Context: an optimization exercise on an open-source flow, tuned for small area and a short achievable clock period. The choices shown serve that exercise and are no tape-out recipe. Where RTL was checked, it was by simulation tests only, not by an equivalence proof against the original. Only the layout flow was run in run 1; the RTL was not checked for function there.

`flow/config.mk`:
```
export PLATFORM = sky130hd
export DESIGN_NAME = FFT_TOB
export DESIGN_NICKNAME = FFT_TOB
export VERILOG_FILES = /design/flow/design.v
export SDC_FILE = /design/flow/constraint.sdc
export NUM_CORES = 4
export LEC_CHECK = 0
export CAP_MARGIN = 20
export CORE_MARGIN = 2
export CORE_UTILIZATION = 40
export SLEW_MARGIN = 20
export SETUP_SLACK_MARGIN = 14.0
```
`flow/constraint.sdc`:
```
create_clock -name core_clock -period 27.0 [get_ports {clk}]
set_input_delay 5.4000 -clock core_clock [delete_from_list [all_inputs] [get_ports {clk}]]
set_output_delay 5.4000 -clock core_clock [all_outputs]
set_load 0.01 [all_outputs]
```
`flow/design.v`:
```
module rca #(parameter W = 16) (
  input  wire [W-1:0] a,
  input  wire [W-1:0] b,
  input  wire         ci,
  output wire [W-1:0] s
);
  wire [W:0] c;
  assign c[0] = ci;
  genvar i;
  generate
    for (i = 0; i < W; i = i + 1) begin : bit_
      assign s[i]   = a[i] ^ b[i] ^ c[i];
      assign c[i+1] = (a[i] & b[i]) | (a[i] & c[i]) | (b[i] & c[i]);
    end
  endgenerate
endmodule
module tw_csa (
  input  wire [16:0] u,
  input  wire [17:0] v,
  input  wire        rm,
  input  wire [26:0] cst,
  output wire [15:0] z
);
  wire n1 = (u[16] & rm) ^ u[15];
  wire n2 = (u[16] & rm) & u[15];
  wire n3 = u[4] ^ v[3];
  wire n4 = u[4] & v[3];
  wire n5 = u[5] ^ v[4] ^ cst[8];
  wire n6 = (u[5] & v[4]) | (u[5] & cst[8]) | (v[4] & cst[8]);
  wire n7 = (u[6] & rm) ^ (u[3] & rm);
  wire n8 = ~(u[6] & rm) & ~(u[3] & rm);
  wire n9 = u[6] ^ v[5] ^ cst[9];
  wire n10 = (u[6] & v[5]) | (u[6] & cst[9]) | (v[5] & cst[9]);
  wire n11 = (u[7] & rm) ^ (u[4] & rm);
  wire n12 = ~(u[7] & rm) & ~(u[4] & rm);
  wire n13 = u[7] ^ v[6] ^ (v[0] & rm);
  wire n14 = (u[7] & v[6]) | (u[7] & (v[0] & rm)) | (v[6] & (v[0] & rm));
  wire n15 = ~cst[10] ^ (u[8] & rm) ^ (u[5] & rm);
  wire n16 = (~cst[10] & (u[8] & rm)) | (~cst[10] & (u[5] & rm)) | ((u[8] & rm) & (u[5] & rm));
  wire n17 = u[8] ^ u[0] ^ v[7];
  wire n18 = (u[8] & u[0]) | (u[8] & v[7]) | (u[0] & v[7]);
  wire n19 = (v[1] & rm) ^ cst[11] ^ ~(u[9] & rm);
  wire n20 = ((v[1] & rm) & cst[11]) | ((v[1] & rm) & ~(u[9] & rm)) | (cst[11] & ~(u[9] & rm));
  wire n21 = (u[6] & rm) ^ u[4];
  wire n22 = ~(u[6] & rm) & ~u[4];
  wire n23 = u[9] ^ u[1] ^ v[8];
  wire n24 = (u[9] & u[1]) | (u[9] & v[8]) | (u[1] & v[8]);
  wire n25 = (v[2] & rm) ^ cst[12] ^ ~(u[10] & rm);
  wire n26 = ((v[2] & rm) & cst[12]) | ((v[2] & rm) & ~(u[10] & rm)) | (cst[12] & ~(u[10] & rm));
  wire n27 = (u[7] & rm) ^ u[5] ^ v[4];
  wire n28 = ((u[7] & rm) & u[5]) | ((u[7] & rm) & v[4]) | (u[5] & v[4]);
  wire n29 = u[10] ^ u[2] ^ v[9];
  wire n30 = (u[10] & u[2]) | (u[10] & v[9]) | (u[2] & v[9]);
  wire n31 = (v[3] & rm) ^ cst[13] ^ ~(u[11] & rm);
  wire n32 = ((v[3] & rm) & cst[13]) | ((v[3] & rm) & ~(u[11] & rm)) | (cst[13] & ~(u[11] & rm));
  wire n33 = (u[8] & rm) ^ u[6] ^ v[5];
  wire n34 = ((u[8] & rm) & u[6]) | ((u[8] & rm) & v[5]) | (u[6] & v[5]);
  wire n35 = u[11] ^ u[3] ^ v[10];
  wire n36 = (u[11] & u[3]) | (u[11] & v[10]) | (u[3] & v[10]);
  wire n37 = (v[4] & rm) ^ cst[14] ^ ~(u[12] & rm);
  wire n38 = ((v[4] & rm) & cst[14]) | ((v[4] & rm) & ~(u[12] & rm)) | (cst[14] & ~(u[12] & rm));
  wire n39 = (u[9] & rm) ^ u[7] ^ v[6];
  wire n40 = ((u[9] & rm) & u[7]) | ((u[9] & rm) & v[6]) | (u[7] & v[6]);
  wire n41 = u[12] ^ u[4] ^ v[11];
  wire n42 = (u[12] & u[4]) | (u[12] & v[11]) | (u[4] & v[11]);
  wire n43 = (v[5] & rm) ^ cst[15] ^ ~(u[13] & rm);
  wire n44 = ((v[5] & rm) & cst[15]) | ((v[5] & rm) & ~(u[13] & rm)) | (cst[15] & ~(u[13] & rm));
  wire n45 = (u[10] & rm) ^ u[8] ^ v[7];
  wire n46 = ((u[10] & rm) & u[8]) | ((u[10] & rm) & v[7]) | (u[8] & v[7]);
  wire n47 = u[13] ^ u[5] ^ v[12];
  wire n48 = (u[13] & u[5]) | (u[13] & v[12]) | (u[5] & v[12]);
  wire n49 = (v[6] & rm) ^ cst[16] ^ ~(u[14] & rm);
  wire n50 = ((v[6] & rm) & cst[16]) | ((v[6] & rm) & ~(u[14] & rm)) | (cst[16] & ~(u[14] & rm));
  wire n51 = (u[11] & rm) ^ u[9] ^ v[8];
  wire n52 = ((u[11] & rm) & u[9]) | ((u[11] & rm) & v[8]) | (u[9] & v[8]);
  wire n53 = u[14] ^ u[6] ^ v[13];
  wire n54 = (u[14] & u[6]) | (u[14] & v[13]) | (u[6] & v[13]);
  wire n55 = (v[7] & rm) ^ cst[17] ^ ~(u[15] & rm);
  wire n56 = ((v[7] & rm) & cst[17]) | ((v[7] & rm) & ~(u[15] & rm)) | (cst[17] & ~(u[15] & rm));
  wire n57 = (u[12] & rm) ^ u[10] ^ v[9];
  wire n58 = ((u[12] & rm) & u[10]) | ((u[12] & rm) & v[9]) | (u[10] & v[9]);
  wire n59 = u[7] ^ v[14] ^ (v[8] & rm);
  wire n60 = (u[7] & v[14]) | (u[7] & (v[8] & rm)) | (v[14] & (v[8] & rm));
  wire n61 = cst[18] ^ n1 ^ ~(u[13] & rm);
  wire n62 = (cst[18] & n1) | (cst[18] & ~(u[13] & rm)) | (n1 & ~(u[13] & rm));
  wire n63 = u[11] ^ v[10] ^ ~1'b1;
  wire n64 = (u[11] & v[10]) | (u[11] & ~1'b1) | (v[10] & ~1'b1);
  wire n65 = u[8] ^ v[15] ^ (v[9] & rm);
  wire n66 = (u[8] & v[15]) | (u[8] & (v[9] & rm)) | (v[15] & (v[9] & rm));
  wire n67 = cst[19] ^ n2 ^ ~u[16];
  wire n68 = (cst[19] & n2) | (cst[19] & ~u[16]) | (n2 & ~u[16]);
  wire n69 = (u[14] & rm) ^ u[12] ^ v[11];
  wire n70 = ((u[14] & rm) & u[12]) | ((u[14] & rm) & v[11]) | (u[12] & v[11]);
  wire n71 = u[9] ^ v[16] ^ (v[10] & rm);
  wire n72 = (u[9] & v[16]) | (u[9] & (v[10] & rm)) | (v[16] & (v[10] & rm));
  wire n73 = ~cst[20] ^ (u[15] & rm) ^ u[13];
  wire n74 = (~cst[20] & (u[15] & rm)) | (~cst[20] & u[13]) | ((u[15] & rm) & u[13]);
  wire n75 = v[12] ^ 1'b1;
  wire n76 = ~v[12] & 1'b1;
  wire n77 = (u[16] & rm) ^ u[10] ^ (v[11] & rm);
  wire n78 = ((u[16] & rm) & u[10]) | ((u[16] & rm) & (v[11] & rm)) | (u[10] & (v[11] & rm));
  wire n79 = ~cst[21] ^ u[14] ^ v[17];
  wire n80 = (~cst[21] & u[14]) | (~cst[21] & v[17]) | (u[14] & v[17]);
  wire n81 = v[13] ^ 1'b1;
  wire n82 = ~v[13] & 1'b1;
  wire n83 = u[11] ^ (v[12] & rm) ^ cst[22];
  wire n84 = (u[11] & (v[12] & rm)) | (u[11] & cst[22]) | ((v[12] & rm) & cst[22]);
  wire n85 = u[2] ^ v[1] ^ cst[5];
  wire n86 = (u[2] & v[1]) | (u[2] & cst[5]) | (v[1] & cst[5]);
  wire n87 = u[3] ^ v[2] ^ cst[6];
  wire n88 = (u[3] & v[2]) | (u[3] & cst[6]) | (v[2] & cst[6]);
  wire n89 = cst[7] ^ n3 ^ ~(u[5] & rm);
  wire n90 = (cst[7] & n3) | (cst[7] & ~(u[5] & rm)) | (n3 & ~(u[5] & rm));
  wire n91 = (u[2] & rm) ^ u[0];
  wire n92 = ~(u[2] & rm) & ~u[0];
  wire n93 = n4 ^ n5 ^ n7;
  wire n94 = (n4 & n5) | (n4 & n7) | (n5 & n7);
  wire n95 = u[1] ^ v[0] ^ ~1'b1;
  wire n96 = (u[1] & v[0]) | (u[1] & ~1'b1) | (v[0] & ~1'b1);
  wire n97 = n6 ^ n8 ^ n9;
  wire n98 = (n6 & n8) | (n6 & n9) | (n8 & n9);
  wire n99 = ~n11 ^ u[2] ^ v[1];
  wire n100 = (~n11 & u[2]) | (~n11 & v[1]) | (u[2] & v[1]);
  wire n101 = n10 ^ n12 ^ n13;
  wire n102 = (n10 & n12) | (n10 & n13) | (n12 & n13);
  wire n103 = u[3] ^ v[2] ^ n15;
  wire n104 = (u[3] & v[2]) | (u[3] & n15) | (v[2] & n15);
  wire n105 = n14 ^ n17 ^ n19;
  wire n106 = (n14 & n17) | (n14 & n19) | (n17 & n19);
  wire n107 = ~n21 ^ v[3] ^ n16;
  wire n108 = (~n21 & v[3]) | (~n21 & n16) | (v[3] & n16);
  wire n109 = n18 ^ n20 ^ n22;
  wire n110 = (n18 & n20) | (n18 & n22) | (n20 & n22);
  wire n111 = n23 ^ n25 ^ ~n27;
  wire n112 = (n23 & n25) | (n23 & ~n27) | (n25 & ~n27);
  wire n113 = n24 ^ n26 ^ n29;
  wire n114 = (n24 & n26) | (n24 & n29) | (n26 & n29);
  wire n115 = ~n31 ^ n28 ^ n33;
  wire n116 = (~n31 & n28) | (~n31 & n33) | (n28 & n33);
  wire n117 = n30 ^ n32 ^ n35;
  wire n118 = (n30 & n32) | (n30 & n35) | (n32 & n35);
  wire n119 = ~n37 ^ n34 ^ n39;
  wire n120 = (~n37 & n34) | (~n37 & n39) | (n34 & n39);
  wire n121 = n36 ^ n38 ^ n41;
  wire n122 = (n36 & n38) | (n36 & n41) | (n38 & n41);
  wire n123 = ~n43 ^ n40 ^ n45;
  wire n124 = (~n43 & n40) | (~n43 & n45) | (n40 & n45);
  wire n125 = n42 ^ n44 ^ n47;
  wire n126 = (n42 & n44) | (n42 & n47) | (n44 & n47);
  wire n127 = ~n49 ^ n46 ^ n51;
  wire n128 = (~n49 & n46) | (~n49 & n51) | (n46 & n51);
  wire n129 = n48 ^ n50 ^ n53;
  wire n130 = (n48 & n50) | (n48 & n53) | (n50 & n53);
  wire n131 = ~n55 ^ n52 ^ n57;
  wire n132 = (~n55 & n52) | (~n55 & n57) | (n52 & n57);
  wire n133 = n54 ^ n56 ^ n59;
  wire n134 = (n54 & n56) | (n54 & n59) | (n56 & n59);
  wire n135 = ~n61 ^ n58 ^ n63;
  wire n136 = (~n61 & n58) | (~n61 & n63) | (n58 & n63);
  wire n137 = n60 ^ n62 ^ n65;
  wire n138 = (n60 & n62) | (n60 & n65) | (n62 & n65);
  wire n139 = ~n67 ^ n64 ^ n69;
  wire n140 = (~n67 & n64) | (~n67 & n69) | (n64 & n69);
  wire n141 = n66 ^ n68 ^ n71;
  wire n142 = (n66 & n68) | (n66 & n71) | (n68 & n71);
  wire n143 = n70 ^ n73 ^ n75;
  wire n144 = (n70 & n73) | (n70 & n75) | (n73 & n75);
  wire n145 = n72 ^ n76 ^ n77;
  wire n146 = (n72 & n76) | (n72 & n77) | (n76 & n77);
  wire n147 = n74 ^ n79 ^ n81;
  wire n148 = (n74 & n79) | (n74 & n81) | (n79 & n81);
  wire n149 = n78 ^ n82 ^ n83;
  wire n150 = (n78 & n82) | (n78 & n83) | (n82 & n83);
  wire n151 = u[15] ^ v[14] ^ n80;
  wire n152 = (u[15] & v[14]) | (u[15] & n80) | (v[14] & n80);
  wire n153 = u[16] ^ u[12] ^ (v[13] & rm);
  wire n154 = (u[16] & u[12]) | (u[16] & (v[13] & rm)) | (u[12] & (v[13] & rm));
  wire n155 = cst[23] ^ n84 ^ ~v[15];
  wire n156 = (cst[23] & n84) | (cst[23] & ~v[15]) | (n84 & ~v[15]);
  wire n157 = u[13] ^ (v[14] & rm) ^ cst[24];
  wire n158 = (u[13] & (v[14] & rm)) | (u[13] & cst[24]) | ((v[14] & rm) & cst[24]);
  wire n159 = v[16] ^ 1'b1;
  wire n160 = ~v[16] & 1'b1;
  wire n161 = u[14] ^ v[17] ^ (v[15] & rm);
  wire n162 = (u[14] & v[17]) | (u[14] & (v[15] & rm)) | (v[17] & (v[15] & rm));
  wire n163 = u[15] ^ (v[16] & rm);
  wire n164 = u[15] & (v[16] & rm);
  wire n165 = u[1] ^ v[0];
  wire n166 = u[1] & v[0];
  wire n167 = ~n85 ^ (u[3] & rm) ^ (u[0] & rm);
  wire n168 = (~n85 & (u[3] & rm)) | (~n85 & (u[0] & rm)) | ((u[3] & rm) & (u[0] & rm));
  wire n169 = n86 ^ n87 ^ ~(u[4] & rm);
  wire n170 = (n86 & n87) | (n86 & ~(u[4] & rm)) | (n87 & ~(u[4] & rm));
  wire n171 = n88 ^ n89 ^ n91;
  wire n172 = (n88 & n89) | (n88 & n91) | (n89 & n91);
  wire n173 = n90 ^ n92 ^ n93;
  wire n174 = (n90 & n92) | (n90 & n93) | (n92 & n93);
  wire n175 = n94 ^ n97 ^ ~n96;
  wire n176 = (n94 & n97) | (n94 & ~n96) | (n97 & ~n96);
  wire n177 = n98 ^ n101 ^ ~n100;
  wire n178 = (n98 & n101) | (n98 & ~n100) | (n101 & ~n100);
  wire n179 = n102 ^ n105 ^ ~n104;
  wire n180 = (n102 & n105) | (n102 & ~n104) | (n105 & ~n104);
  wire n181 = n106 ^ n109 ^ n111;
  wire n182 = (n106 & n109) | (n106 & n111) | (n109 & n111);
  wire n183 = n110 ^ n112 ^ n113;
  wire n184 = (n110 & n112) | (n110 & n113) | (n112 & n113);
  wire n185 = n114 ^ n117 ^ ~n116;
  wire n186 = (n114 & n117) | (n114 & ~n116) | (n117 & ~n116);
  wire n187 = n118 ^ n121 ^ ~n120;
  wire n188 = (n118 & n121) | (n118 & ~n120) | (n121 & ~n120);
  wire n189 = n122 ^ n125 ^ ~n124;
  wire n190 = (n122 & n125) | (n122 & ~n124) | (n125 & ~n124);
  wire n191 = n126 ^ n129 ^ ~n128;
  wire n192 = (n126 & n129) | (n126 & ~n128) | (n129 & ~n128);
  wire n193 = n130 ^ n133 ^ ~n132;
  wire n194 = (n130 & n133) | (n130 & ~n132) | (n133 & ~n132);
  wire n195 = n134 ^ n137 ^ ~n136;
  wire n196 = (n134 & n137) | (n134 & ~n136) | (n137 & ~n136);
  wire n197 = n138 ^ n141 ^ ~n140;
  wire n198 = (n138 & n141) | (n138 & ~n140) | (n141 & ~n140);
  wire n199 = n142 ^ n145 ^ ~n144;
  wire n200 = (n142 & n145) | (n142 & ~n144) | (n145 & ~n144);
  wire n201 = n146 ^ n149 ^ ~n148;
  wire n202 = (n146 & n149) | (n146 & ~n148) | (n149 & ~n148);
  wire n203 = n150 ^ n153 ^ n155;
  wire n204 = (n150 & n153) | (n150 & n155) | (n153 & n155);
  wire n205 = n154 ^ n156 ^ n157;
  wire n206 = (n154 & n156) | (n154 & n157) | (n156 & n157);
  wire n207 = cst[25] ^ n158 ^ n160;
  wire n208 = (cst[25] & n158) | (cst[25] & n160) | (n158 & n160);
  wire n209 = cst[26] ^ n162 ^ n163;
  wire n210 = (cst[26] & n162) | (cst[26] & n163) | (n162 & n163);
  wire n211 = cst[2] ^ (u[0] & rm);
  wire n212 = cst[2] & ~(u[0] & rm);
  wire n213 = u[0] ^ cst[3] ^ ~(u[1] & rm);
  wire n214 = (u[0] & cst[3]) | (u[0] & ~(u[1] & rm)) | (cst[3] & ~(u[1] & rm));
  wire n215 = cst[4] ^ n165 ^ ~(u[2] & rm);
  wire n216 = (cst[4] & n165) | (cst[4] & ~(u[2] & rm)) | (n165 & ~(u[2] & rm));
  wire n217 = n166 ^ ~n167 ^ 1'b1;
  wire n218 = (n166 & ~n167) | (n166 & 1'b1) | (~n167 & 1'b1);
  wire n219 = ~n169 ^ (u[1] & rm) ^ n168;
  wire n220 = (~n169 & (u[1] & rm)) | (~n169 & n168) | ((u[1] & rm) & n168);
  wire n221 = n170 ^ n171 ^ 1'b1;
  wire n222 = (n170 & n171) | (n170 & 1'b1) | (n171 & 1'b1);
  wire n223 = n172 ^ n173 ^ ~n95;
  wire n224 = (n172 & n173) | (n172 & ~n95) | (n173 & ~n95);
  wire n225 = n174 ^ n175 ^ ~n99;
  wire n226 = (n174 & n175) | (n174 & ~n99) | (n175 & ~n99);
  wire n227 = n176 ^ n177 ^ ~n103;
  wire n228 = (n176 & n177) | (n176 & ~n103) | (n177 & ~n103);
  wire n229 = n178 ^ n179 ^ ~n107;
  wire n230 = (n178 & n179) | (n178 & ~n107) | (n179 & ~n107);
  wire n231 = n180 ^ n181 ^ ~n108;
  wire n232 = (n180 & n181) | (n180 & ~n108) | (n181 & ~n108);
  wire n233 = n182 ^ n183 ^ ~n115;
  wire n234 = (n182 & n183) | (n182 & ~n115) | (n183 & ~n115);
  wire n235 = n184 ^ n185 ^ ~n119;
  wire n236 = (n184 & n185) | (n184 & ~n119) | (n185 & ~n119);
  wire n237 = n186 ^ n187 ^ ~n123;
  wire n238 = (n186 & n187) | (n186 & ~n123) | (n187 & ~n123);
  wire n239 = n188 ^ n189 ^ ~n127;
  wire n240 = (n188 & n189) | (n188 & ~n127) | (n189 & ~n127);
  wire n241 = n190 ^ n191 ^ ~n131;
  wire n242 = (n190 & n191) | (n190 & ~n131) | (n191 & ~n131);
  wire n243 = n192 ^ n193 ^ ~n135;
  wire n244 = (n192 & n193) | (n192 & ~n135) | (n193 & ~n135);
  wire n245 = n194 ^ n195 ^ ~n139;
  wire n246 = (n194 & n195) | (n194 & ~n139) | (n195 & ~n139);
  wire n247 = n196 ^ n197 ^ ~n143;
  wire n248 = (n196 & n197) | (n196 & ~n143) | (n197 & ~n143);
  wire n249 = n198 ^ n199 ^ ~n147;
  wire n250 = (n198 & n199) | (n198 & ~n147) | (n199 & ~n147);
  wire n251 = n200 ^ n201 ^ ~n151;
  wire n252 = (n200 & n201) | (n200 & ~n151) | (n201 & ~n151);
  wire n253 = n202 ^ n203 ^ ~n152;
  wire n254 = (n202 & n203) | (n202 & ~n152) | (n203 & ~n152);
  wire n255 = n204 ^ n205 ^ ~n159;
  wire n256 = (n204 & n205) | (n204 & ~n159) | (n205 & ~n159);
  wire n257 = n161 ^ n206 ^ n207;
  wire n258 = (n161 & n206) | (n161 & n207) | (n206 & n207);
  wire n259 = n208 ^ n209 ^ 1'b1;
  wire n260 = (n208 & n209) | (n208 & 1'b1) | (n209 & 1'b1);
  wire n261 = 1'b1 ^ n211;
  wire n262 = 1'b1 & ~n211;
  wire n263 = n212 ^ n213 ^ n262;
  wire n264 = (n212 & n213) | (n212 & n262) | (n213 & n262);
  wire n265 = n214 ^ n215 ^ n264;
  wire n266 = (n214 & n215) | (n214 & n264) | (n215 & n264);
  wire n267 = n216 ^ n217 ^ n266;
  wire n268 = (n216 & n217) | (n216 & n266) | (n217 & n266);
  wire n269 = n218 ^ ~n219 ^ n268;
  wire n270 = (n218 & ~n219) | (n218 & n268) | (~n219 & n268);
  wire n271 = ~n220 ^ n221 ^ n270;
  wire n272 = (~n220 & n221) | (~n220 & n270) | (n221 & n270);
  wire n273 = n222 ^ n223 ^ n272;
  wire n274 = (n222 & n223) | (n222 & n272) | (n223 & n272);
  wire n275 = n224 ^ n225 ^ n274;
  wire n276 = (n224 & n225) | (n224 & n274) | (n225 & n274);
  wire n277 = n226 ^ n227 ^ n276;
  wire n278 = (n226 & n227) | (n226 & n276) | (n227 & n276);
  wire n279 = n228 ^ n229 ^ n278;
  wire n280 = (n228 & n229) | (n228 & n278) | (n229 & n278);
  wire n281 = n230 ^ n231 ^ n280;
  wire n282 = (n230 & n231) | (n230 & n280) | (n231 & n280);
  wire n283 = n232 ^ n233 ^ n282;
  wire n284 = (n232 & n233) | (n232 & n282) | (n233 & n282);
  wire n285 = n234 ^ n235 ^ n284;
  wire n286 = (n234 & n235) | (n234 & n284) | (n235 & n284);
  wire n287 = n236 ^ n237 ^ n286;
  wire n288 = (n236 & n237) | (n236 & n286) | (n237 & n286);
  wire n289 = n238 ^ n239 ^ n288;
  wire n290 = (n238 & n239) | (n238 & n288) | (n239 & n288);
  wire n291 = n240 ^ n241 ^ n290;
  wire n292 = (n240 & n241) | (n240 & n290) | (n241 & n290);
  wire n293 = n242 ^ n243 ^ n292;
  wire n294 = (n242 & n243) | (n242 & n292) | (n243 & n292);
  wire n295 = n244 ^ n245 ^ n294;
  wire n296 = (n244 & n245) | (n244 & n294) | (n245 & n294);
  wire n297 = n246 ^ n247 ^ n296;
  wire n298 = (n246 & n247) | (n246 & n296) | (n247 & n296);
  wire n299 = n248 ^ n249 ^ n298;
  wire n300 = (n248 & n249) | (n248 & n298) | (n249 & n298);
  wire n301 = n250 ^ n251 ^ n300;
  wire n302 = (n250 & n251) | (n250 & n300) | (n251 & n300);
  wire n303 = n252 ^ n253 ^ n302;
  wire n304 = (n252 & n253) | (n252 & n302) | (n253 & n302);
  wire n305 = n254 ^ n255 ^ n304;
  wire n306 = (n254 & n255) | (n254 & n304) | (n255 & n304);
  wire n307 = n256 ^ n257 ^ n306;
  wire n308 = (n256 & n257) | (n256 & n306) | (n257 & n306);
  wire n309 = n258 ^ n259 ^ n308;
  wire n310 = (n258 & n259) | (n258 & n308) | (n259 & n308);
  assign z = {n309, n307, n305, n303, n301, n299, n297, n295, n293, n291, n289, n287, n285, n283, n281, n279};
endmodule
module tw_prep (
  input  wire [15:0] ar, ai,
  input  wire        w1, w3, w9, w2, w6,
  output wire [16:0] y0, y1,
  output wire        od_p, od_n, os_p, os_n
);
  wire [16:0] xr = {ar[15], ar}, xi = {ai[15], ai};
  wire [16:0] ts, g;
  rca #(17) u_ts (.a(xr), .b(xi), .ci(1'b0), .s(ts));    
  rca #(17) u_g  (.a(xi), .b(~xr), .ci(1'b0), .s(g));    
  assign od_p = g[16] & ~g[15];     
  assign od_n = ~g[16] & g[15];     
  assign os_p = ~ts[16] & ts[15];   
  assign os_n = ts[16] & ~ts[15];   
  assign y0 = w3 ? xi : w9 ? ~xr : w2 ? ts : w6 ? g : xr;
  assign y1 = w3 ? xr : w9 ? ~xi : w2 ? g : w6 ? ~ts : xi;
endmodule
module tw_mul (
  input  wire [16:0] y0, y1,
  input  wire        w1, w3, w9, w2, w6,
  input  wire        od_p, od_n, os_p, os_n,
  output wire [15:0] zr, zi
);
  wire rm = w1 | w3 | w9;
  wire [26:0] kr = w9 ? 27'd2676 : w6 ? 27'd1448 : 27'd0;
  wire [26:0] ki = w1 ? 27'd784 : (w3 | w9) ? 27'd1892 : (w2 | w6) ? 27'd1448 : 27'd0;
  wire [26:0] br = w1 ? 27'd1892 : w3 ? 27'd784 : w9 ? -27'd1892 : w2 ? 27'd1448 : w6 ? -27'd1448 : 27'd0;
  wire [26:0] bi = w1 ? -27'd784 : w3 ? -27'd1892 : w9 ? 27'd784 : (w2 | w6) ? -27'd1448 : 27'd0;
  wire [26:0] cr = kr + (od_p ? -(br << 16) : od_n ? (br << 16) : 27'd0);
  wire [26:0] ci = ki + (os_p ? -(bi << 16) : os_n ? (bi << 16) : 27'd0);
  wire [16:0] ui = y1 ^ {17{w3}};
  wire [16:0] vi = y0 ^ {17{~w3}};
  tw_csa u_re (.u(y0), .v(rm ? {y1[16], y1} : {y0, 1'b0}), .rm(rm), .cst(cr), .z(zr));
  tw_csa u_im (.u(ui), .v(rm ? {vi[16], vi} : {y1, 1'b0}), .rm(rm), .cst(ci), .z(zi));
endmodule
module FFT_TOB (
  input  wire signed [15:0] Input_re,
  input  wire signed [15:0] Input_Im,
  input  wire               cordic_Valid,
  input  wire               clk,
  input  wire               rst,
  output wire signed [15:0] Output_FFT_Re,
  output wire signed [15:0] Output_FFT_Im,
  output wire               Data_Valid
);
  reg [3:0] p;
  reg       dv;
  always @(posedge clk or negedge rst)
    if (!rst) begin
      p  <= 4'd0;
      dv <= 1'b0;
    end else begin
      if (cordic_Valid) p <= p + 4'd1;
      if (p == 4'd14)   dv <= 1'b1;
    end
  assign Data_Valid = dv;
  wire p3 = p[3], p2 = p[2], p1 = p[1], p0 = p[0];
  wire first = (p == 4'd0);
  reg  p2is;                  
  wire last  = (p == 4'd15);
  reg [127:0] d1r, d1i;    
  reg [63:0]  d2r, d2i;    
  reg [31:0]  d3r, d3i;    
  reg [15:0]  d4r, d4i;    
  reg [15:0]  zr, zi;      
  reg [16:0]  y0, y1;      
  reg         yodp, yodn, yosp, yosn;
  wire yw1 = (p == 4'd4);
  wire yw3 = (p == 4'd6) | (p == 4'd8);
  wire yw9 = (p == 4'd10);
  wire yw2 = (p == 4'd0) | (p == 4'd5);
  wire yw6 = (p == 4'd2) | (p == 4'd9);
  wire yw4 = (p == 4'd1);
  reg [15:0]  ar, ai;      
  reg [15:0]  br, bi;      
  wire [15:0] xr = Input_re, xi = Input_Im;
  wire [15:0] r1r = d1r[127:112], r1i = d1i[127:112];
  wire [15:0] r2r = d2r[63:48],   r2i = d2i[63:48];
  wire [15:0] r3r = d3r[31:16],   r3i = d3i[31:16];
  wire [15:0] r4r = d4r,          r4i = d4i;
  wire [15:0] a1r, a1i, b1r, b1i;
  rca u_a1r (.a(r1r), .b(p3 ? xr : 16'd0), .ci(1'b0), .s(a1r));
  rca u_a1i (.a(r1i), .b(p3 ? xi : 16'd0), .ci(1'b0), .s(a1i));
  rca u_b1r (.a(r1r), .b(~xr), .ci(1'b1), .s(b1r));
  rca u_b1i (.a(r1i), .b(~xi), .ci(1'b1), .s(b1i));
  wire [15:0] s1r = a1r;
  wire [15:0] s1i = a1i;
  wire [15:0] w1r = p3 ? b1r : xr;
  wire [15:0] w1i = p3 ? b1i : xi;
  wire c2 = ~p3 & p2;
  wire [15:0] b2r, b2i, a2r, a2i;
  rca u_b2r (.a(r2r), .b(~(c2 ? r1i : s1r)),      .ci(1'b1), .s(b2r));
  rca u_b2i (.a(r2i), .b(c2 ? r1r : ~s1i),        .ci(~c2),  .s(b2i));
  wire [15:0] w2r = p2 ? b2r : s1r;
  wire [15:0] w2i = p2 ? b2i : s1i;
  rca u_a2r (.a(r2r), .b(s1r), .ci(1'b0), .s(a2r));
  rca u_a2i (.a(r2i), .b(s1i), .ci(1'b0), .s(a2i));
  wire [3:0]  q   = p + 4'd2;
  wire [15:0] t2r = d2r[31:16], t2i = d2i[31:16];
  wire [15:0] t1r = d1r[95:80], t1i = d1i[95:80];
  wire        qsw = ~q[3] & q[2];
  wire [15:0] yr, yi;
  rca u_yr (.a(t2r), .b(qsw ? t1i : 16'd0),  .ci(1'b0), .s(yr));
  rca u_yi (.a(t2i), .b(qsw ? ~t1r : 16'd0), .ci(qsw), .s(yi));
  wire qw1 = (q == 4'd5);
  wire qw3 = (q == 4'd7) | (q == 4'd9);
  wire qw9 = (q == 4'd11);
  wire qw2 = (q == 4'd1) | (q == 4'd6);
  wire qw6 = (q == 4'd3) | (q == 4'd10);
  wire qw4 = (q == 4'd2);
  wire [16:0] py0, py1;
  wire        podp, podn, posp, posn;
  tw_prep u_prep (.ar(yr), .ai(yi), .w1(qw1), .w3(qw3), .w9(qw9), .w2(qw2), .w6(qw6),
                  .y0(py0), .y1(py1), .od_p(podp), .od_n(podn), .os_p(posp), .os_n(posn));
  wire [15:0] er, ei;
  tw_mul u_mul (.y0(y0), .y1(y1), .w1(yw1), .w3(yw3), .w9(yw9), .w2(yw2), .w6(yw6),
                .od_p(yodp), .od_n(yodn), .os_p(yosp), .os_n(yosn), .zr(er), .zi(ei));
  wire ymul = yw1 | yw3 | yw9 | yw2 | yw6;
  wire        x3  = p3 & p2;
  wire [15:0] mr  = x3 ? a2r : zr;
  wire [15:0] mi  = x3 ? a2i : zi;
  wire [15:0] b3r, b3i;
  rca u_b3r (.a(r3r), .b(~mr), .ci(1'b1), .s(b3r));
  rca u_b3i (.a(r3i), .b(~mi), .ci(~p2is), .s(b3i));
  wire [15:0] w3r = p1 ? b3r : mr;
  wire [15:0] w3i = p1 ? b3i : mi;
  wire c5 = p0 & ~p1;
  wire [15:0] s3r, s3i, a3r, a3i, o4r, o4i, e4r, e4i, sumr, sumi, a8r, a8i;
  rca u_a3r (.a(r3r), .b(p1 ? zr : 16'd0), .ci(1'b0), .s(a3r));
  rca u_a3i (.a(r3i), .b(p1 ? zi : 16'd0), .ci(p2is), .s(a3i));
  wire [15:0] s3or = a3r;
  wire [15:0] s3oi = a3i;
  wire        g3 = p0 & p1;
  wire [15:0] f3r = p0 ? (c5 ? r3i : r3r) : 16'd0;
  wire [15:0] f3i = p0 ? (c5 ? ~r3r : r3i) : 16'd0;
  wire [15:0] fzr = g3 ? zr : 16'd0;
  wire [15:0] fzi = g3 ? zi : 16'd0;
  wire [15:0] hsr = r4r ^ f3r ^ fzr, hsi = r4i ^ f3i ^ fzi;
  wire [15:0] hcr = (r4r & f3r) | (r4r & fzr) | (f3r & fzr);
  wire [15:0] hci = (r4i & f3i) | (r4i & fzi) | (f3i & fzi);
  rca u_e4r (.a(hsr), .b({hcr[14:0], 1'b0}), .ci(1'b0), .s(o4r));
  rca u_e4i (.a(hsi), .b({hci[14:0], c5}),   .ci(1'b0), .s(o4i));
  out_add u_or (.acc(first ? 16'd0 : ar), .x(xr), .o(o4r), .last(last), .sum(sumr), .y(Output_FFT_Re));
  out_add u_oi (.acc(first ? 16'd0 : ai), .x(xi), .o(o4i), .last(last), .sum(sumi), .y(Output_FFT_Im));
  wire [15:0] i4r = c5 ? r3i : s3or;
  wire [15:0] b4r, b4i;
  rca u_b4r (.a(r4r), .b(~i4r), .ci(1'b1), .s(b4r));
  rca u_b4i (.a(r4i), .b(c5 ? r3r : ~s3oi), .ci(~c5), .s(b4i));
  rca u_a8r (.a(first ? 16'd0 : br), .b(xr ^ {16{p0}}), .ci(p0), .s(a8r));
  rca u_a8i (.a(first ? 16'd0 : bi), .b(xi ^ {16{p0}}), .ci(p0), .s(a8i));
  wire [15:0] w4r = last ? a8r : p0 ? b4r : s3or;
  wire [15:0] w4i = last ? a8i : p0 ? b4i : s3oi;
  always @(posedge clk) begin
    d1r <= {d1r[111:0], w1r};  d1i <= {d1i[111:0], w1i};
    d2r <= {d2r[47:0],  w2r};  d2i <= {d2i[47:0],  w2i};
    d3r <= {d3r[15:0],  w3r};  d3i <= {d3i[15:0],  w3i};
    d4r <= w4r;                d4i <= w4i;
    y0  <= py0;                y1  <= py1;
    p2is <= (p == 4'd1);
    yodp <= podp; yodn <= podn; yosp <= posp; yosn <= posn;
    zr  <= ymul ? er : yw4 ? y1[15:0] : y0[15:0];
    zi  <= ymul ? ei : yw4 ? ~y0[15:0] : y1[15:0];
    ar  <= sumr;               ai  <= sumi;
    br  <= a8r;                bi  <= a8i;
  end
endmodule
module out_add (
  input  wire [15:0] acc,
  input  wire [15:0] x,
  input  wire [15:0] o,
  input  wire        last,
  output wire [15:0] sum,
  output wire [15:0] y
);
  assign sum = acc + x;
  assign y   = last ? sum : o;
endmodule
```
`flow/flow/run.sh`:
```
#!/bin/bash
cp standard.sh standard_sh_copy.log
echo "export SETUP_SLACK_MARGIN = 14.0" >> config.mk
bash standard.sh > standard.log 2>&1
```
`flow/standard.sh`:
```
#!/bin/bash
# synth_recipe.tcl (not shown) runs the flow's synth.tcl, then flattens the netlist and writes it again
# the make line also repeats each setting of config.mk as NAME=value (left out here)
make -C /OpenROAD-flow-scripts/flow DESIGN_CONFIG=/design/flow/config.mk WORK_HOME=/design/flow/orfs CLKGATE_MAP_FILE= SYNTH_SCRIPT=/design/flow/synth_recipe.tcl "${@:-finish}"
```
==> results of run 1 <==
==> cells in the final DEF (no fill, tap or decap), types with 16 or more instances in the layout <==
cell	n
a211oi_1	18
a21o_1	23
a21oi_1	238
a21oi_2	18
and2_1	79
buf_4	60
clkbuf_16	60
clkdlybuf4s50_1	28
dfxtp_1	615
fa_1	548
fa_2	29
ha_1	60
ha_4	20
inv_1	510
mux2_2	16
mux2i_1	113
nand2_1	313
nand3_1	16
nor2_1	247
nor2b_1	17
o21ai_0	111
o21ai_1	28
o221ai_1	31
o311a_1	27
xnor2_1	122
xor2_1	35
==> critical path: cells and delay by family (launching register included) <==
family,cells,cell delay [ps]
multiplexers,1,160
AND/OR/NAND/NOR,2,140
buffers and inverters,2,350
AO/OA/AOI/OAI,1,190
adder cells (fa/ha/maj),17,5710
XOR/XNOR,4,710
flip-flops,1,530
==> repair_timing <==
action	4_1_cts	5_1_grt
pin swaps	29	17
gates resized for setup	209	52
gates cloned	4	0
buffers inserted	27	8
setup endpoints to repair	35	20
==> how the worst min path moves through the flow <==
stage | to | start | cells after the start
6_report | d3r[28] | d3r[12] | 0
5_1_grt | d3r[28] | d3r[12] | 0
4_1_cts | d3r[28] | d3r[12] | 0
3_5_place_dp | d1i[56] | d1i[40] | 0
3_3_place_gp | d1i[18] | d1i[2] | 0
2_1_floorplan | d1i[112] | d1i[96] | 0
==> kinds of logic (layout without fill, tap and decap cells) <==
kind of cell / count (synthesis) / count (layout) / synth area share (%)
adder cells (fa/ha/maj): 671 / 671 / 33.72
buffers and inverters: 690 / 782 / 7.163
XOR/XNOR: 172 / 172 / 4.210
multiplexers: 131 / 131 / 3.530
other: 0 / 1 / 0
AO/OA/AOI/OAI: 596 / 596 / 9.672
flip-flops: 620 / 620 / 32.98
AND/OR/NAND/NOR: 756 / 756 / 8.726
==> synth_stat cells (12+ instances only) <==
cell type / instances / area share, %
buf_1: 13 / 0.13
clkbuf_1: 108 / 1.1
a21oi_1: 247 / 3.3
o221ai_1: 32 / 0.74
dfxtp_1: 615 / 33
o21a_1: 15 / 0.30
o311a_1: 27 / 0.72
o21ai_1: 25 / 0.33
a21o_1: 23 / 0.46
fa_1: 577 / 31
nand3_1: 18 / 0.24
nand2_1: 316 / 3.1
ha_1: 89 / 3.0
nor3_1: 12 / 0.16
or3_1: 16 / 0.27
nor2_1: 253 / 2.5
mux2i_1: 115 / 3.1
nor2b_1: 20 / 0.33
o21ai_0: 119 / 1.6
and2_1: 79 / 1.3
xor2_1: 36 / 0.84
and3_1: 15 / 0.25
a211oi_1: 18 / 0.36
buf_2: 38 / 0.50
a21oi_2: 12 / 0.28
mux2_2: 16 / 0.48
inv_1: 513 / 5.1
xnor2_1: 126 / 2.9
==> stage by stage <==
step / util (%) / setup slack [ps]
finish: 45.85 / 13170
global route: 45.85 / 12880
CTS: 45.64 / 13100
detailed placement: 42.51 / 12670
global placement: 42.50 / 12700
floorplan: - / 13810
==> state kept, by name, indices dropped and copies added (netlist names) <==
register and cells:
d4r 16, dv 1, d2i 64, zi 16, d3i 32, ai 16, d3r 32, ar 16
d1i 128, p2is 1, p 4, bi 16, d2r 64, yosp 1, br 16, yosn 1
zr 16, y1 17, y0 17, yodn 1, d1r 128, yodp 1, d4i 16
==> layer usage <==
layer	track usage [%]	up-vias
li1	-	11580
met1	31.17	12780
met2	35.08	736
met3	3.319	129
met4	5.193	0
met5	0	-
==> area by class of cell <==
class | count | area, µm² | area share [%]
Timing Repair inverter | 1 | 8.758 | 0.02047
Clock inverter | 41 | 540.5 | 1.263
Timing Repair Buffer | 147 | 1395 | 3.260
Clock buffer | 72 | 1597 | 3.731
Multi-Input combinational cell | 2326 | 23260 | 54.35
Tap cell | 1254 | 1569 | 3.667
Sequential cell | 620 | 12450 | 29.09
Antenna cell | 1 | 2.502 | 0.005848
Inverter | 521 | 1973 | 4.611
==> summary.txt, run 1 <==
Post-synth ARST share=0.8065%; GPL Wtd Cong=0.9279; Setup CP Type=flop to primary output; Initial Util=40.41%; Rel. slew slack=30.61%; layout cells sized above 1=10.41%; Setup TNS=0 ps; P&R area growth vs syn=13.47%; boundary pin count=68; FF-to-FF setup slack=14630 ps; RR Endpoint=zi[15]; cell mode on critical path=fa_2; CTS sink count=620; hold slack=292.1 ps; CTS tree=built; Die Span X=311.0 µm; number of distinct library cells after synthesis=79; vias in the first global route=25700; CP max-delay cell=dfrtp_4; slew at the pin closest to its max-slew limit=1039 ps; uppermost layer routed=met4; Fill cells=8712; Slew Limit Fails=0; reg2reg path depth=48; Mapped Avg Cell Area=10.37 µm²; met2 WL=48920 µm; clock tree buffer depth=3; GR Overflow Total=0; IO buf count=67; Die H=311.0 µm; Clock Latency Late Sink=690 ps; RSZ-0062 raised after global routing=yes; root buf cell=clkbuf_16; Seq/Total Area, Yosys=32.98%; met3 WL=6297 µm; drt drc=0; status=complete, no violations; Seq cells post-synth=620; drt total wl=104900 µm; worst-path fanout max=5; antenna violations before repair=1; Post-DRT Antenna Nets=0; Wirelength per Cell=21.05 µm; Core Region=0.09333 mm²; Worst EP required=21600 ps; CTS Hold Buffers Added=0; Worst Hold Class=flop to flop; Reg-to-Reg Start=p[0]; synth warn=1; final-report hold violation count=0; Peak Freq=72.29 MHz; first-pass GRT wire length=159900 µm; GRT Total Usage=21.88%; min cycle time layout=13830 ps; prevailing post-synth register cell=dfxtp_1; syn_nets=4337; first-iteration detailed-routing DRC count=1894; placed cells=4830; Reg clk slew, reported paths=80 ps; Startpoint Class=flop; crit path from=p[0]; setup violators final=0; detailed-placement wirelength estimate=82280 µm; number of max-cap violations=0; Design Area, Final=0.04279 mm²; mapped cell area=0.03771 mm²; met1 WL=47210 µm; largest net degree at the start of global routing=60; routed vias/inst=5.063; Syn Inst Count=3636; Worst Setup EP=Output_FFT_Im[15]; final net count=4378; Initial DRT Pass Iterations=5; element type at the critical path end=primary output; period utilisation layout=51.23%; Num CTS Buffers=60; Layout Skew=73.92 ps; Crit path largest cell delay=530 ps; area post-placement=0.03967 mm²; via count=25230; Post-synth EDFFs=0; Arr. time, crit path=8430 ps; std cell rows=112; H-tree depth=2; post-route insts no fill=4983; die area=0.09675 mm²
==> run 2: changes to the inputs <==
--- a/flow/design.v
+++ b/flow/design.v
@@ -393,3 +393,2 @@
   wire first = (p == 4'd0);
-  reg  p2is;                  
   wire last  = (p == 4'd15);
@@ -401,9 +400,3 @@
   reg [16:0]  y0, y1;      
-  reg         yodp, yodn, yosp, yosn;
-  wire yw1 = (p == 4'd4);
-  wire yw3 = (p == 4'd6) | (p == 4'd8);
-  wire yw9 = (p == 4'd10);
-  wire yw2 = (p == 4'd0) | (p == 4'd5);
-  wire yw6 = (p == 4'd2) | (p == 4'd9);
-  wire yw4 = (p == 4'd1);
+  reg         yw1, yw3, yw9, yw2, yw6, yw4, yodp, yodn, yosp, yosn;
   reg [15:0]  ar, ai;      
@@ -416,8 +409,8 @@
   wire [15:0] a1r, a1i, b1r, b1i;
-  rca u_a1r (.a(r1r), .b(p3 ? xr : 16'd0), .ci(1'b0), .s(a1r));
-  rca u_a1i (.a(r1i), .b(p3 ? xi : 16'd0), .ci(1'b0), .s(a1i));
+  rca u_a1r (.a(r1r), .b(xr),  .ci(1'b0), .s(a1r));
+  rca u_a1i (.a(r1i), .b(xi),  .ci(1'b0), .s(a1i));
   rca u_b1r (.a(r1r), .b(~xr), .ci(1'b1), .s(b1r));
   rca u_b1i (.a(r1i), .b(~xi), .ci(1'b1), .s(b1i));
-  wire [15:0] s1r = a1r;
-  wire [15:0] s1i = a1i;
+  wire [15:0] s1r = p3 ? a1r : r1r;
+  wire [15:0] s1i = p3 ? a1i : r1i;
   wire [15:0] w1r = p3 ? b1r : xr;
@@ -453,2 +446,4 @@
   wire ymul = yw1 | yw3 | yw9 | yw2 | yw6;
+  wire [15:0] ny0;
+  rca u_ny0 (.a(~y0[15:0]), .b(16'd0), .ci(1'b1), .s(ny0));
   wire        x3  = p3 & p2;
@@ -458,3 +453,3 @@
   rca u_b3r (.a(r3r), .b(~mr), .ci(1'b1), .s(b3r));
-  rca u_b3i (.a(r3i), .b(~mi), .ci(~p2is), .s(b3i));
+  rca u_b3i (.a(r3i), .b(~mi), .ci(1'b1), .s(b3i));
   wire [15:0] w3r = p1 ? b3r : mr;
@@ -463,22 +458,16 @@
   wire [15:0] s3r, s3i, a3r, a3i, o4r, o4i, e4r, e4i, sumr, sumi, a8r, a8i;
-  rca u_a3r (.a(r3r), .b(p1 ? zr : 16'd0), .ci(1'b0), .s(a3r));
-  rca u_a3i (.a(r3i), .b(p1 ? zi : 16'd0), .ci(p2is), .s(a3i));
-  wire [15:0] s3or = a3r;
-  wire [15:0] s3oi = a3i;
-  wire        g3 = p0 & p1;
-  wire [15:0] f3r = p0 ? (c5 ? r3i : r3r) : 16'd0;
-  wire [15:0] f3i = p0 ? (c5 ? ~r3r : r3i) : 16'd0;
-  wire [15:0] fzr = g3 ? zr : 16'd0;
-  wire [15:0] fzi = g3 ? zi : 16'd0;
-  wire [15:0] hsr = r4r ^ f3r ^ fzr, hsi = r4i ^ f3i ^ fzi;
-  wire [15:0] hcr = (r4r & f3r) | (r4r & fzr) | (f3r & fzr);
-  wire [15:0] hci = (r4i & f3i) | (r4i & fzi) | (f3i & fzi);
-  rca u_e4r (.a(hsr), .b({hcr[14:0], 1'b0}), .ci(1'b0), .s(o4r));
-  rca u_e4i (.a(hsi), .b({hci[14:0], c5}),   .ci(1'b0), .s(o4i));
+  rca u_a3r (.a(r3r), .b(zr), .ci(1'b0), .s(a3r));
+  rca u_a3i (.a(r3i), .b(zi), .ci(1'b0), .s(a3i));
+  wire [15:0] s3or = p1 ? a3r : r3r;
+  wire [15:0] s3oi = p1 ? a3i : r3i;
+  rca u_e4r (.a(r4r), .b(c5 ? r3i : a3r),  .ci(1'b0), .s(e4r));
+  rca u_e4i (.a(r4i), .b(c5 ? ~r3r : a3i), .ci(c5),   .s(e4i));
+  assign o4r = p0 ? e4r : r4r;
+  assign o4i = p0 ? e4i : r4i;
   out_add u_or (.acc(first ? 16'd0 : ar), .x(xr), .o(o4r), .last(last), .sum(sumr), .y(Output_FFT_Re));
   out_add u_oi (.acc(first ? 16'd0 : ai), .x(xi), .o(o4i), .last(last), .sum(sumi), .y(Output_FFT_Im));
-  wire [15:0] i4r = c5 ? r3i : s3or;
+  wire [15:0] i4r = c5 ? r3i : a3r;
   wire [15:0] b4r, b4i;
   rca u_b4r (.a(r4r), .b(~i4r), .ci(1'b1), .s(b4r));
-  rca u_b4i (.a(r4i), .b(c5 ? r3r : ~s3oi), .ci(~c5), .s(b4i));
+  rca u_b4i (.a(r4i), .b(c5 ? r3r : ~a3i), .ci(~c5), .s(b4i));
   rca u_a8r (.a(first ? 16'd0 : br), .b(xr ^ {16{p0}}), .ci(p0), .s(a8r));
@@ -493,6 +482,6 @@
     y0  <= py0;                y1  <= py1;
-    p2is <= (p == 4'd1);
+    yw1 <= qw1; yw3 <= qw3; yw9 <= qw9; yw2 <= qw2; yw6 <= qw6; yw4 <= qw4;
     yodp <= podp; yodn <= podn; yosp <= posp; yosn <= posn;
     zr  <= ymul ? er : yw4 ? y1[15:0] : y0[15:0];
-    zi  <= ymul ? ei : yw4 ? ~y0[15:0] : y1[15:0];
+    zi  <= ymul ? ei : yw4 ? ny0 : y1[15:0];
     ar  <= sumr;               ai  <= sumi;
==> flow/flow/run.sh (replaced) <==
#!/bin/bash
cp standard.sh standard_sh_copy.log
echo "export SETUP_SLACK_MARGIN = 13.3" >> config.mk
bash standard.sh > standard.log 2>&1
--- a/flow/config.mk
+++ b/flow/config.mk
@@ -10,3 +10,6 @@
 export CORE_UTILIZATION = 40
+export CTS_BUF_LIST = sky130_fd_sc_hd__clkbuf_8 sky130_fd_sc_hd__clkbuf_16
+export CTS_CLUSTER_DIAMETER = 120
+export CTS_CLUSTER_SIZE = 25
 export SLEW_MARGIN = 20
-export SETUP_SLACK_MARGIN = 14.0
+export SETUP_SLACK_MARGIN = 13.3
==> run 2 against run 1 <==
- worst setup slack gained 220 ps
- synthesized area fell by 2.4%
- via count fell by 8.1%
- final cell count is 5.2% lower
- sequential cell count rose by 5
- synthesized cell count decreased by 2.7%
- first-iteration DRC count decreased by 19%
- sequential share of layout area is 2.4 points higher
- non-clock buffer count shrank 38
- count of clock-buffer cells in the layout is 43 lower
- wire length is 13% lower
==> summary.txt, run 2 <==
status=complete, no violations; via count=23190 (-8.1%); drt total wl=90990 µm (-13%); GPL Wtd Cong=0.8882 (-4.3%); Seq/Total Area, Yosys=34.05% (+1.1 points); Worst path top cell family by delay=buffers and inverters; Post-DRT Antenna Nets=0 (unchanged); Area contributors post-synth=dfxtp_1 (34%), fa_1 (30%), inv_1 (6.0%); RSZ-0062 raised after global routing=yes; Wirelength per Cell=19.26 µm (-8.5%); first-iteration detailed-routing DRC count=1542 (-19%); first-pass GRT wire length=144200 µm (-9.8%); commonest non-fill, non-tap cell in the layout=dfxtp_1; Die Span X=307.4 µm (-1.2%); crit-path cells=dlygate4sd2_1, ha_1, a21o_1, a21oi_1, o21ai_1, a311o_1, xor2_1, mux2_2, clkdlybuf4s50_1; Layout Skew=34.89 ps (-39.03 ps); biggest area consumer among synthesized cells=dfxtp_1; Peak Freq=73.48 MHz (+1.6%); Setup TNS=0 ps (unchanged); Rel. slew slack=35.63% (+5.0 points); routed vias/inst=4.910 (-3.0%); min cycle time layout=13610 ps (-223.7 ps); Post-Synth Simple-Gate Area=7.328% (-1.4 points); Core Util, Final=43.69% (-2.2 points); root buf cell=clkbuf_16; top-count cell post-synth=dfxtp_1; CP bufs+invs=2 (unchanged); Clock Latency Late Sink=640 ps (-50 ps); syn_nets=4230 (-2.5%); Synth top area share=33.72% (+1.1 points); Post-synth ARST share=0.8000% (-0.0065 points); drt drc=0 (unchanged); Fill cells=8712 (unchanged); Startpoint Class=primary input; largest registers=d1i x128, d1r x128; CTS Hold Buffers Added=0 (unchanged); Worst EP required=21600 ps (about the same); H-tree depth=1 (-1); boundary pin count=68 (unchanged); placed cells=4671 (-3.3%); Core Region=0.09139 mm² (-2.1%); Initial Util=40.28% (-0.12 points); Compound-Gate Fraction of Synth Area=9.639% (-0.033 points); Reg clk slew, reported paths=90 ps (about the same); final-report hold violation count=0 (unchanged); largest family of logic cells by synthesized area=adder cells; largest net degree at the start of global routing=76 (+27%); slew at the pin closest to its max-slew limit=964.5 ps (-74.07 ps); CTS tree=built; antenna violations before repair=3 (+2); Synth Area in Adders=33.54% (-0.18 points); final net count=4225 (-3.5%); Seq cells post-synth=625 (+0.81%); Syn Inst Count=3539 (-2.7%); P&R area growth vs syn=8.453%; Slew Limit Fails=0 (unchanged); Post-synth EDFFs=0 (unchanged); period utilisation layout=50.40% (-0.83 points); post-route insts no fill=4724 (-5.2%); synth warn=1 (unchanged); Setup CP Type=primary input to primary output; CP max-delay cell=clkdlybuf4s50_1; Synth Area in XOR/XNOR=3.643% (-0.57 points); number of max-cap violations=0 (unchanged); setup violators final=0 (unchanged); number of distinct library cells after synthesis=70 (-11%); clock tree buffer depth=3 (unchanged); std cell rows=111 (-0.89%); detailed-placement wirelength estimate=72570 µm (-12%); IO buf count=67 (unchanged); CTS sink count=625 (+0.81%); die area=0.09448 mm² (-2.3%); worst-path fanout max=5 (unchanged); Arr. time, crit path=8210 ps (-220 ps); mux contribution to synthesized area=4.276% (+0.75 points); Mapped Avg Cell Area=10.40 µm² (+0.30%); layout cells sized above 1=6.135% (-4.3 points); GRT Total Usage=19.87% (-2.0 points); Initial DRT Pass Iterations=6 (+1); hold slack=313.3 ps (+21.20 ps); Num CTS Buffers=29 (-52%); prevailing post-synth register cell=dfxtp_1; GR Overflow Total=0 (unchanged); mapped cell area=0.03681 mm² (-2.4%); leading cell types by count after synthesis=dfxtp_1 (620), inv_1 (586), fa_1 (550), nand2_1 (274), nor2_1 (220); Crit path largest cell delay=550 ps (+20 ps); most frequent cells in the layout=dfxtp_1 (613), inv_1 (586), fa_1 (513), nand2_1 (271), nor2_1 (220); Die H=307.4 µm (-1.2%); element type at the critical path end=primary output; Worst Hold Class=flop to flop; vias in the first global route=24280 (-5.5%)
-- run 2: changes by cell type after synthesis, moves of 29 or more --
cell and change:
o221ai_1 -29, and2_1 -34, o21ai_0 +69, nor2_1 -33
inv_1 +73, xnor2_1 -30, nand2_1 -42, a21oi_1 -48
-- run 2: path summary, 6_finish.rpt --
| check | slack [ps] | cells past startpoint | from | to |
|---|---|---|---|---|
| worst min-delay path | 310 | 0 | d1r[43] | d1r[59] |
| max in group asynchronous | 21620 | 1 | rst | p[3] |
| worst min register to register | 310 | 0 | d1r[43] | d1r[59] |
| worst max-delay path | 13390 | 9 | Input_Im[7] | Output_FFT_Im[13] |
| min in group asynchronous | 5040 | 1 | rst | p[0] |
| worst max register to register | 14620 | 38 | yw3 | zr[15] |
-- run 2: cell families (layout without fill, tap and decap cells) --
group | count (synthesis) | after routing
XOR/XNOR | 151 | 151
AO/OA/AOI/OAI | 590 | 590
adder cells (fa/ha/maj) | 657 | 657
multiplexers | 154 | 154
AND/OR/NAND/NOR | 630 | 630
flip-flops | 625 | 625
other | 0 | 1
buffers and inverters | 732 | 730
-- run 2: cell type report --
class / instances / area [µm²] / share of cell area (%)
multi-input combinational: 2182 / 21830 / 54.69
sequential: 625 / 12560 / 31.45
inverter: 587 / 2203 / 5.519
tap: 1186 / 1484 / 3.717
timing repair buffer: 109 / 1064 / 2.664
clock buffer: 29 / 725.7 / 1.818
clock inverter: 5 / 55.05 / 0.1379
antenna: 1 / 2.502 / 0.006268
-- run 2: what timing repair did --
| item | CTS | global route |
|---|---|---|
| buffers inserted | 10 | 5 |
| gates cloned | 3 | 0 |
| gates resized for setup | 106 | 43 |
| endpoints found under the setup margin | 19 | 11 |
| pin swaps | 8 | 9 |
-- run 2: per-layer routing --
layer  share of wire [%]  routed length, µm  global-route usage [%]
met1                  46              42110                   28.42
met5                   0                  0                       0
met2                  47              43030                   32.54
met3                 3.8               3463                   1.851
met4                 2.6               2392                   4.889
-- run 2: metrics by stage --
| stage | worst slack (ps) | instance area (µm²) |
|---|---|---|
| final | 13390 | 39930 |
| after global routing | 13220 | 39920 |
| after CTS | 13270 | 39780 |
| after global placement | 12360 | 38610 |
| after detailed placement | 12380 | 38610 |
| after floorplan | 13310 | 36820 |
==> run 3: changes to the inputs <==
==> flow/flow/run.sh (replaced) <==
#!/bin/bash
cp standard.sh standard_sh_copy.log
echo "export BUFFER_PORTS_ARGS = -buffer_cell sky130_fd_sc_hd__buf_2" >> config.mk
echo "export SETUP_SLACK_MARGIN = 13.3" >> config.mk
bash standard.sh > standard.log 2>&1
--- a/flow/config.mk
+++ b/flow/config.mk
@@ -14,2 +14,3 @@
 export SLEW_MARGIN = 20
+export BUFFER_PORTS_ARGS = -buffer_cell sky130_fd_sc_hd__buf_2
 export SETUP_SLACK_MARGIN = 13.3
==> run 3 against run 2 <==
- clock skew down 12 ps
- sequential share of layout area rose by 0.48 points
- hold slack better by 15 ps
- final cell count down 0.11%
- critical endpoint unchanged
- sequential cell count unchanged
- synthesized cell count is the same
- wire length down 2.6%
- non-clock buffer count fell by 6
- count of clock-buffer cells in the layout is the same
- utilization fell by 0.67 points
==> summary.txt, run 3 <==
status=complete, no violations; commonest non-fill, non-tap cell in the layout=dfxtp_1; layout cells sized above 1=6.886% (+0.75 points); Hold Startpoint=d1i[78]; drt total wl=88650 µm (-2.6%); Post-synth ARST share=0.8000% (unchanged); Die H=307.4 µm (unchanged); CTS tree=built; Core Util, Final=43.02% (-0.67 points); FF-to-FF setup slack=14720 ps (+100 ps); Rel. slew slack=28.72% (-6.9 points); Min-Delay Path Depth=0 (unchanged); Layout Skew=22.96 ps (-11.93 ps); root buf cell=clkbuf_16; worst-path fanout max=6 (+1); first-pass GRT wire length=139200 µm (-3.4%); reg2reg path depth=38 (unchanged); Worst path top cell family by delay=compound AO/OA/AOI/OAI gates; CP bufs+invs=2 (unchanged); synth warn=1 (unchanged); min cycle time layout=13590 ps (-15.70 ps); slew at the pin closest to its max-slew limit=1065 ps (+100.9 ps); Initial Util=40.28% (unchanged); Peak Freq=73.57 MHz (+0.12%); final net count=4218 (-0.17%); syn_nets=4230 (unchanged); biggest area consumer among synthesized cells=dfxtp_1; number of distinct library cells after synthesis=70 (unchanged); std cell rows=111 (unchanged); Initial DRT Pass Iterations=5 (-1); cell mode on critical path=buf_2; GPL Wtd Cong=0.8799 (-0.93%); RR Endpoint=zr[15]; Wirelength per Cell=18.79 µm (-2.5%); Core Region=0.09139 mm² (unchanged); Arr. time, crit path=8190 ps (-20 ps); Die Span X=307.4 µm (unchanged); boundary pin count=68 (unchanged); IO buf count=67 (unchanged); detailed-placement wirelength estimate=70870 µm (-2.3%); largest registers=d1i x128, d1r x128; final-report hold violation count=0 (unchanged); top-count cell post-synth=dfxtp_1; leading cell types by count after synthesis=dfxtp_1 (620), inv_1 (586), fa_1 (550), nand2_1 (274), nor2_1 (220); antenna violations before repair=8 (+5); Synth top area share=33.72% (unchanged); drt drc=0 (unchanged); GRT Total Usage=19.23% (-0.65 points); largest net degree at the start of global routing=76 (unchanged); Worst EP required=21600 ps (about the same); Area contributors post-synth=dfxtp_1 (34%), fa_1 (30%), inv_1 (6.0%); Seq cells post-synth=625 (unchanged); sequential standard cell area=0.01255 mm² (about the same); P&R area growth vs syn=6.794%; Syn Inst Count=3539 (unchanged); first-iteration detailed-routing DRC count=1641 (+6.4%); prevailing post-synth register cell=dfxtp_1; CTS sink count=625 (unchanged); Post-DRT Antenna Nets=0 (unchanged); Reg clk slew, reported paths=90 ps (about the same); Fill cells=8824 (+1.3%); area of the multi-input gates=0.02169 mm² (-0.66%); Clock Latency Late Sink=610 ps (-30 ps); most frequent cells in the layout=dfxtp_1 (615), inv_1 (588), fa_1 (515), nand2_1 (271), nor2_1 (220); CP max-delay cell=a21oi_1; setup violators final=0 (unchanged); mapped cell area=0.03681 mm² (unchanged); vias in the first global route=23610 (-2.7%); clock tree buffer depth=3 (unchanged); via count=23220 (+0.12%); Setup CP Type=primary input to primary output; Worst Hold Class=flop to flop; Setup TNS=0 ps (unchanged); crit-path cells=buf_2, ha_1, a21o_1, a21oi_2, o21ai_0, a21oi_1, o21ai_1, a311o_1, xor2_1, mux2_2, buf_2; Crit path largest cell delay=510 ps (-40 ps); hold slack=327.9 ps (+14.52 ps); Startpoint Class=primary input; Reg-to-Reg Start=yw1; GR Overflow Total=0 (unchanged); Seq/Total Area, Yosys=34.05% (unchanged); Hold Path End=d1i[94]; RSZ-0062 raised after global routing=no; element type at the critical path end=primary output; routed vias/inst=4.921 (+0.22%); CTS Hold Buffers Added=0 (unchanged); Num CTS Buffers=28 (-3.4%); number of max-cap violations=0 (unchanged); H-tree depth=1 (unchanged); period utilisation layout=50.34% (-0.058 points); die area=0.09448 mm² (unchanged); Mapped Avg Cell Area=10.40 µm² (unchanged); Post-synth EDFFs=0 (unchanged); Slew Limit Fails=0 (unchanged)
## run 3: cell families after synthesis
family                     after synthesis  share of synthesized area, %
buffers and inverters                  732                         7.518
adders and majority gates              657                         33.54
and+or+nand+nor                        630                         7.328
DFF                                    625                         34.05
AOI/OAI and AO/OA                      590                         9.639
muxes                                  154                         4.276
xor gates and xnor gates               151                         3.643
## run 3: repair_timing
item / CTS / global route
setup endpoints to repair: 7 / 5
pin swaps: 5 / 9
resized for setup: 33 / 26
buffers inserted: 9 / 3
## run 3: how the worst max path moves through the flow
| stage | end | start | depth (start not counted) |
|---|---|---|---|
| global placement | Output_FFT_Im[15] | p[0] | 21 |
| detailed placement | Output_FFT_Im[15] | p[0] | 21 |
| floorplan | Output_FFT_Im[15] | p[1] | 27 |
| finish | Output_FFT_Im[13] | Input_Im[1] | 11 |
| CTS | Output_FFT_Re[14] | d3r[16] | 22 |
| global route | Output_FFT_Im[14] | d3i[16] | 23 |
## run 3: layer usage
metal,vias to the layer above,wire length [µm],GRT usage (%)
met5,-,41,0
met4,6,2260,4.447
met3,93,4177,2.519
met2,445,41460,31.30
met1,11630,40720,27.31
li1,11040,-,-
## run 3: layout make-up
class                      instances  share of cell area [%]
multi-input combinational       2182                   55.17
timing repair buffer             103                   1.623
antenna                            4                 0.02546
sequential                       625                   31.93
inverter                         587                   5.604
clock buffer                      29                   1.846
clock inverter                     3                 0.02864
tap                             1186                   3.774
## run 3: worst register-to-register path, delay by kind of cell (launching register included)
family,cells,cell delay (ps)
flip-flops,1,310
AND/OR/NAND/NOR,6,2050
adder cells (fa/ha/maj),19,7610
AO/OA/AOI/OAI,4,620
buffers and inverters,4,820
XOR/XNOR,5,750
## run 3: through the flow
stage | instances | worst slack (ps) | area (µm²)
2_1_floorplan | 3539 | 13310 | 36820
3_3_place_gp | 4671 | 12980 | 38280
3_5_place_dp | 4671 | 12960 | 38280
4_1_cts | 4712 | 13320 | 39210
5_1_grt | 4717 | 13310 | 39310
6_report | 4719 | 13410 | 39320

[what the ideal ports hide]
Ports are ideal in the flow. The routed layouts listed here were re-timed in OpenROAD. Step 1 (the two cells are an assumption about what drives the block):
set clk [get_ports {clk}]
set_driving_cell -lib_cell sky130_fd_sc_hd__clkbuf_16 $clk
set_driving_cell -lib_cell sky130_fd_sc_hd__buf_2 [delete_from_list [all_inputs] $clk]
Step 2 also shifts input and output timing later by t, the mid clock arrival at the registers, as if the neighbouring blocks saw the same clock. Three values: ideal, step 1, step 2; two values: the first two.
| run | t, ns | setup WS [ns] | worst hold slack (ns) | latest minus earliest clock arrival (ns) | cell pins on the clock port's net |
|---|---|---|---|---|---|
| run 1 | 0.718 | 13.168 / 13.106 / 13.392 | 0.292 / 0.292 / 0.292 | 0.074 / 0.074 | 1 |
| run 2 | 0.691 | 13.391 / 13.364 / 13.364 | 0.313 / 0.313 / 0.313 | 0.036 / 0.036 | 1 |
| run 3 | 0.661 | 13.407 / 13.273 / 13.274 | 0.328 / 0.328 / 0.328 | 0.026 / 0.026 | 1 |
After both steps setup and hold are still met in every run listed. The setup slack of run 3, which loses most, moves by -0.134 ns with the drivers and by -0.133 ns with both steps.
